Source: an optimization exercise on an open RTL-to-GDS flow (aim: small area). Production flows keep margins and buffers that such runs may drop.
The RTL was checked by simulation tests, not by an equivalence proof against the original design.
The flow treats the clock pin as an ideal source, which a real chip does not have.
No activity file was given, so power comes from the tool's default toggle rates.

==> flow/design.v <==
module spi (
    input               clk,
    input               rst_n,
    input               miso,
    input               tx_en,       
    input               tx_bit,
    input               rx_en,       
    input               rx_xor,      
    output reg          mosi,
    output reg  [7:0]   rx
);
    always @(posedge clk) begin
        if (rx_en)
            rx <= {rx[6:0], miso ^ (rx_xor & rx[7])};
    end
    always @(posedge clk or negedge rst_n) begin
        if (!rst_n)
            mosi <= 1'b0;
        else if (tx_en)
            mosi <= tx_bit;
    end
endmodule
module rc522 (
    input               clk,
    input               rst_n,
    input               miso,
    output              sclk,
    output              mosi,
    output              cs_n,
    output              rst,
    output reg [31:0]   UID,
    output              card_OK,
    output              RGB1_B,
    output              RGB1_G,
    output              RGB1_R,
    output              RGB2_B,
    output              RGB2_G,
    output              RGB2_R
);
    reg [9:0]   cb;
    wire [9:0]  c = ~cb;
    reg [8:0]   s;
    reg [2:0]   retry;
    reg         ok;
    wire [7:0]  rx;
    wire        step = (c == 10'd1020);
    wire        last = s[8] & s[7] & s[6] & s[5] & s[4] & s[2] & s[0];
    reg         act;
    always @(*) begin
        case (s)
            51,52,53,54,55,56,57,58,59,60,61,
            63,64,65,66,67,68,69,
            71,
            74,75,76,77,78,79,
            84,86,88,90,92,94: act = 1'b1;
            default:           act = 1'b0;
        endcase
    end
    wire [15:0] w;
    assign w[0] = (~s[4] & ~s[2] & s[1] & s[0]) | (~s[4] & ~s[2] & ~s[1] & ~s[0]) | (s[3] & ~s[2] & s[1] & s[0]) | (s[5] & ~s[2] & ~s[1] & ~s[0]) | (~s[4] & ~s[3] & s[2] & ~s[1] & s[0]) | (s[4] & ~s[3] & s[2] & s[1] & s[0]) | (s[4] & s[3] & s[2] & ~s[1] & s[0]);
    assign w[1] = (~s[3] & ~s[2] & ~s[0]) | (~s[4] & ~s[2] & s[1] & s[0]) | (s[4] & s[2] & ~s[1] & s[0]) | (~s[3] & s[2] & ~s[1] & s[0]) | (s[5] & ~s[2] & ~s[1] & ~s[0]);
    assign w[2] = (~s[4] & ~s[3] & ~s[0]) | (~s[3] & s[2] & ~s[1] & s[0]) | (~s[4] & s[2] & s[1] & ~s[0]) | (~s[4] & ~s[3] & ~s[2] & s[1]) | (s[4] & s[3] & ~s[2] & s[1] & s[0]);
    assign w[3] = (s[4] & s[3] & ~s[2] & s[0]) | (~s[4] & ~s[3] & ~s[1] & ~s[0]) | (~s[4] & s[2] & s[1] & ~s[0]) | (s[4] & ~s[3] & s[2] & s[1] & s[0]);
    assign w[4] = (s[3] & ~s[2] & s[1] & s[0]) | (~s[4] & ~s[2] & ~s[1] & ~s[0]);
    assign w[5] = (~s[3] & ~s[2] & ~s[0]) | (s[4] & s[3] & ~s[2] & s[0]) | (s[4] & ~s[3] & s[2] & s[0]) | (~s[4] & s[3] & ~s[1] & ~s[0]);
    assign w[6] = (s[5] & ~s[2] & ~s[1] & s[0]) | (~s[4] & ~s[2] & ~s[1] & ~s[0]) | (s[5] & s[3] & s[1] & ~s[0]);
    assign w[7] = (~s[2] & ~s[1] & s[0]) | (~s[4] & s[3] & ~s[2]) | (s[5] & ~s[3] & s[2] & s[1]) | (~s[5] & s[3] & s[1] & s[0]) | (~s[4] & ~s[3] & ~s[1] & s[0]);
    assign w[8] = 1'b0;
    assign w[9] = (~s[5] & s[3] & s[2]) | (s[4] & s[3] & s[1]) | (s[3] & ~s[2] & s[0]) | (~s[4] & s[2] & ~s[1]) | (~s[4] & ~s[3] & ~s[2] & s[1]) | (~s[5] & s[4] & ~s[2]) | (~s[5] & s[4] & s[1]) | (s[4] & s[2] & s[1] & s[0]) | (s[5] & ~s[3] & ~s[1] & ~s[0]);
    assign w[10] = (s[5] & ~s[3] & s[1]) | (s[4] & ~s[3] & ~s[1] & ~s[0]) | (~s[4] & ~s[2] & ~s[1] & s[0]) | (~s[4] & s[3] & ~s[2] & ~s[0]);
    assign w[11] = (~s[4] & s[2] & s[0]) | (s[5] & s[3] & ~s[1]) | (s[5] & s[3] & ~s[0]) | (s[2] & ~s[1] & s[0]) | (~s[4] & ~s[2] & ~s[1] & ~s[0]) | (~s[5] & ~s[3] & s[1] & s[0]);
    assign w[12] = (~s[5] & s[4]) | (~s[5] & ~s[2] & s[1]) | (~s[4] & ~s[1] & s[0]) | (s[5] & ~s[2] & ~s[1]) | (s[4] & ~s[3] & s[2] & s[1]) | (~s[4] & s[3] & s[0]) | (~s[5] & s[3] & ~s[1]);
    assign w[13] = (s[5] & ~s[2] & s[1]) | (s[5] & s[2] & ~s[1] & ~s[0]) | (s[5] & s[3] & s[2] & ~s[1]);
    assign w[14] = (s[5] & ~s[2] & ~s[1]) | (s[5] & ~s[3] & s[2] & s[1]) | (s[5] & ~s[3] & ~s[1] & s[0]);
    assign w[15] = (~s[5] & s[4]) | (~s[5] & ~s[3] & s[2] & s[1]) | (s[5] & s[3] & s[2] & ~s[0]);
    wire [3:0]  k = c[8:5];
    wire        tx_bit = w[~k] | ((s[5:0] == 6'd61) & k[3] & rx[7]);
    wire        in_frame = act & ~c[9];
    assign sclk = in_frame & c[4];
    assign cs_n = ~(act & (~c[9] | (c[8:4] == 5'd0) | (&c)));
    spi spi_module (
        .clk    (clk),
        .rst_n  (rst_n),
        .miso   (miso),
        .tx_en  (in_frame & (c[4:0] == 5'd7)),
        .tx_bit (tx_bit),
        .rx_en  (in_frame & c[8] & (c[4:0] == 5'd14)),
        .rx_xor (s[3] & s[2] & s[1]),
        .mosi   (mosi),
        .rx     (rx)
    );
    always @(posedge clk or negedge rst_n) begin
        if (!rst_n) begin
            cb    <= 10'd2;
            s     <= 9'd0;
            retry <= 3'd0;
            UID   <= 32'd0;
        end else begin
            cb <= cb - 10'd1;
            if (step && s == 9'd72 && ~rx[5]) begin
                begin
                    retry <= {retry[1:0], ~retry[2]};
                    if (retry[2] & ~retry[1])
                        s     <= 9'd62;
                    else
                        s     <= 9'd70;
                end
            end else if (step && last)
                s <= 9'd62;
            else
                s <= s + {8'd0, step};
            if (step) begin
                case (s)
                    86: UID[31:24] <= rx;
                    88: UID[23:16] <= rx;
                    90: UID[15:8]  <= rx;
                    92: UID[7:0]   <= rx;
                    default: ;
                endcase
            end
        end
    end
    always @(posedge clk) begin
        if (step && s[4] && !s[3] && s[2] && !s[1] && !s[0])
            ok <= (rx == 8'd5);
        else if (step && s[5])
            ok <= ok & (rx == (UID[31:24] ^ UID[23:16] ^ UID[15:8]));
    end
    assign card_OK = ok & (s == 9'd97);
    assign rst     = ~(s == 9'd2);
    wire led = (s >= 9'd99) && !last;
    wire led1 = led & (UID == 32'h2359A629);
    wire led2 = led & (UID == 32'hF3F3A414);
    assign RGB1_B = led1;
    assign RGB1_G = led1;
    assign RGB1_R = led1;
    assign RGB2_B = led2;
    assign RGB2_G = led2;
    assign RGB2_R = led2;
endmodule
==> flow/config.mk <==
export PLATFORM = sky130hd
export DESIGN_NAME = rc522
export DESIGN_NICKNAME = rc522
export VERILOG_FILES = /design/flow/design.v
export SDC_FILE = /design/flow/constraint.sdc
export NUM_CORES = 4
export LEC_CHECK = 0
export ABC_AREA = 1
export CAP_MARGIN = 20
export CORE_MARGIN = 2
export CORE_UTILIZATION = 70
export SLEW_MARGIN = 20
==> flow/constraint.sdc <==
create_clock -name core_clock -period 10.0 [get_ports {clk}]
set_input_delay 2.0000 -clock core_clock [delete_from_list [all_inputs] [get_ports {clk}]]
set_output_delay 2.0000 -clock core_clock [all_outputs]
set_load 0.01 [all_outputs]
standard.sh (not shown) runs the stock make flow with config.mk's settings and CLKGATE_MAP_FILE= SYNTH_SCRIPT=/design/flow/synth_recipe.tcl, a recipe that flattens the netlist after the stock synthesis.
==> flow/flow/run.sh <==
#!/bin/bash
set -euo pipefail
export POST_FLOORPLAN_TCL="$PWD/flow/area_opt.tcl"
export BUFFER_PORTS_ARGS="-buffer_cell sky130_fd_sc_hd__buf_1"
export CTS_ARGS="-sink_clustering_enable -repair_clock_nets -dont_use_dummy_load -buf_list sky130_fd_sc_hd__clkbuf_4"
export POST_CTS_TCL="$PWD/flow/clock_fix.tcl"
bash standard.sh > flow_make.log 2>&1
==> flow/flow/clock_fix.tcl <==
set limit_ps 95.0
estimate_parasitics -placement
set block [ord::get_db_block]
set up 0
foreach inst [$block getInsts] {
  if {[[$inst getMaster] getName] ne "sky130_fd_sc_hd__clkbuf_4"} continue
  set net [[$inst findITerm X] getNet]
  if {$net eq "NULL" || [$net getSigType] ne "CLOCK"} continue
  set worst 0.0
  foreach it [$net getITerms] {
    if {[$it isOutputSignal]} continue
    # only flip-flop clock pins are limited
    if {![string match "sky130_fd_sc_hd__*df*" [[[$it getInst] getMaster] getName]]} continue
    set pin [get_pins "[[$it getInst] getName]/[[$it getMTerm] getName]"]
    foreach e {rise fall} {
      set s [expr {[sta::time_ui_sta [get_property $pin slew_max_$e]] * 1e12}]
      if {$s > $worst} { set worst $s }
    }
  }
  if {$worst > $limit_ps} {
    replace_cell [$inst getName] sky130_fd_sc_hd__clkbuf_8
    incr up
    puts "clock_fix: [$inst getName] slew [format %.1f $worst] ps -> clkbuf_8"
  }
}
puts "clock_fix: upsized $up clock buffers"
if {$up > 0} {
  detailed_placement
  check_placement -verbose
  estimate_parasitics -placement
}
set worst 0.0
foreach pin [all_registers -clock_pins -edge_triggered] {
  foreach e {rise fall} {
    set s [expr {[sta::time_ui_sta [get_property $pin slew_max_$e]] * 1e12}]
    if {$s > $worst} { set worst $s }
  }
}
puts "clock_fix: worst flip-flop clock slew now [format %.1f $worst] ps"
Other scripts of this flow, unchanged in this note and not shown: flow/flow/area_opt.tcl
Rerun with:
--- a/flow/flow/clock_fix.tcl
+++ b/flow/flow/clock_fix.tcl
@@ -1,3 +1,6 @@
-set limit_ps 95.0
+# Sourced at the end of ORFS cts.tcl (POST_CTS_TCL hook). CTS builds the tree from
+# clkbuf_4; here each clock buffer whose loads would see a slew over the limit below
+# (with placement parasitics) becomes a clkbuf_8, then the placement is legalized again.
+set limit_ps 80.0
 estimate_parasitics -placement
 set block [ord::get_db_block]
@@ -5,11 +8,10 @@
 foreach inst [$block getInsts] {
   if {[[$inst getMaster] getName] ne "sky130_fd_sc_hd__clkbuf_4"} continue
-  set net [[$inst findITerm X] getNet]
+  set out [$inst findITerm X]
+  set net [$out getNet]
   if {$net eq "NULL" || [$net getSigType] ne "CLOCK"} continue
   set worst 0.0
   foreach it [$net getITerms] {
     if {[$it isOutputSignal]} continue
-    # only flip-flop clock pins are limited
-    if {![string match "sky130_fd_sc_hd__*df*" [[[$it getInst] getMaster] getName]]} continue
     set pin [get_pins "[[$it getInst] getName]/[[$it getMTerm] getName]"]
     foreach e {rise fall} {
- CORE_UTILIZATION: 70 -> 55
=>
- worst setup slack gains 100 ps
- design area climbs slightly
- area after synthesis stays the same
- total power came out higher by a few percent
- utilization fell by 15 points
- register-to-register slack is better by 20 ps
- die area is higher by a quarter to a third
- sequential power is about the same
- non-clock buffer count is unchanged
- routed wire length rose by a few percent
- sequential share of layout area went down by 0.67 points
Rerun with:
- ABC_AREA: 1 -> default
=> Sequential power is about the same. Synthesized cell count falls by a quarter to a third. Power rises slightly. Final cell count rises slightly. Final area rises slightly. Die area falls slightly. Routed wire length rises by a few percent.
Rerun with:
- ABC_AREA: default -> 1
- CORE_UTILIZATION: 55 -> 70
After rerunning:
- cell count went down by 5.9%
- sequential share of layout area went up by 0.82 points
- routed wire length went down by 6.3%
- total power went down by 4.2%
Rerun with:
--- a/flow/flow/clock_fix.tcl
+++ b/flow/flow/clock_fix.tcl
@@ -1,6 +1,3 @@
-# Sourced at the end of ORFS cts.tcl (POST_CTS_TCL hook). CTS builds the tree from
-# clkbuf_4; here each clock buffer whose loads would see a slew over the limit below
-# (with placement parasitics) becomes a clkbuf_8, then the placement is legalized again.
-set limit_ps 80.0
+set limit_ps 95.0
 estimate_parasitics -placement
 set block [ord::get_db_block]
@@ -8,10 +5,11 @@
 foreach inst [$block getInsts] {
   if {[[$inst getMaster] getName] ne "sky130_fd_sc_hd__clkbuf_4"} continue
-  set out [$inst findITerm X]
-  set net [$out getNet]
+  set net [[$inst findITerm X] getNet]
   if {$net eq "NULL" || [$net getSigType] ne "CLOCK"} continue
   set worst 0.0
   foreach it [$net getITerms] {
     if {[$it isOutputSignal]} continue
+    # only flip-flop clock pins are limited
+    if {![string match "sky130_fd_sc_hd__*df*" [[[$it getInst] getMaster] getName]]} continue
     set pin [get_pins "[[$it getInst] getName]/[[$it getMTerm] getName]"]
     foreach e {rise fall} {
- CORE_UTILIZATION: 70 -> 80
Die area shrinks by roughly a tenth.
Worst setup slack loses 28 ps.
Wire length goes down slightly.
Final area decreases slightly.
First-iteration DRC count increases by well over a third.

## static timing again, ports no longer ideal
The results above use ideal ports. As a check the final layouts listed here were re-extracted and re-timed, cells and wires unchanged. Step 1 (the two cells are an assumption about what drives the block):
set clk [get_ports {clk}]
set_driving_cell -lib_cell sky130_fd_sc_hd__clkbuf_16 $clk
set_driving_cell -lib_cell sky130_fd_sc_hd__buf_2 [delete_from_list [all_inputs] $clk]
Step 2 adds t to the input delays and takes it off the output delays; t is the mean of the earliest and latest rising clock arrival at the registers after step 1. Input paths then give back, and output paths get back, about the clock's delay inside the block. Slacks: no drivers / after step 1 / after step 2; pairs: no drivers / after step 1.
run	t, ns	setup slack, ns	worst setup path after step 2
the first run	0.418	4.714 / 4.687 / 5.105	register to output
the second run	0.358	4.816 / 4.784 / 5.142	register to output
the third run	0.354	5.086 / 5.055 / 5.410	register to output
the fourth run	0.353	4.726 / 4.697 / 5.050	register to output
the fifth run	0.430	4.698 / 4.671 / 5.101	register to output
After both steps every run listed still meets setup and hold.
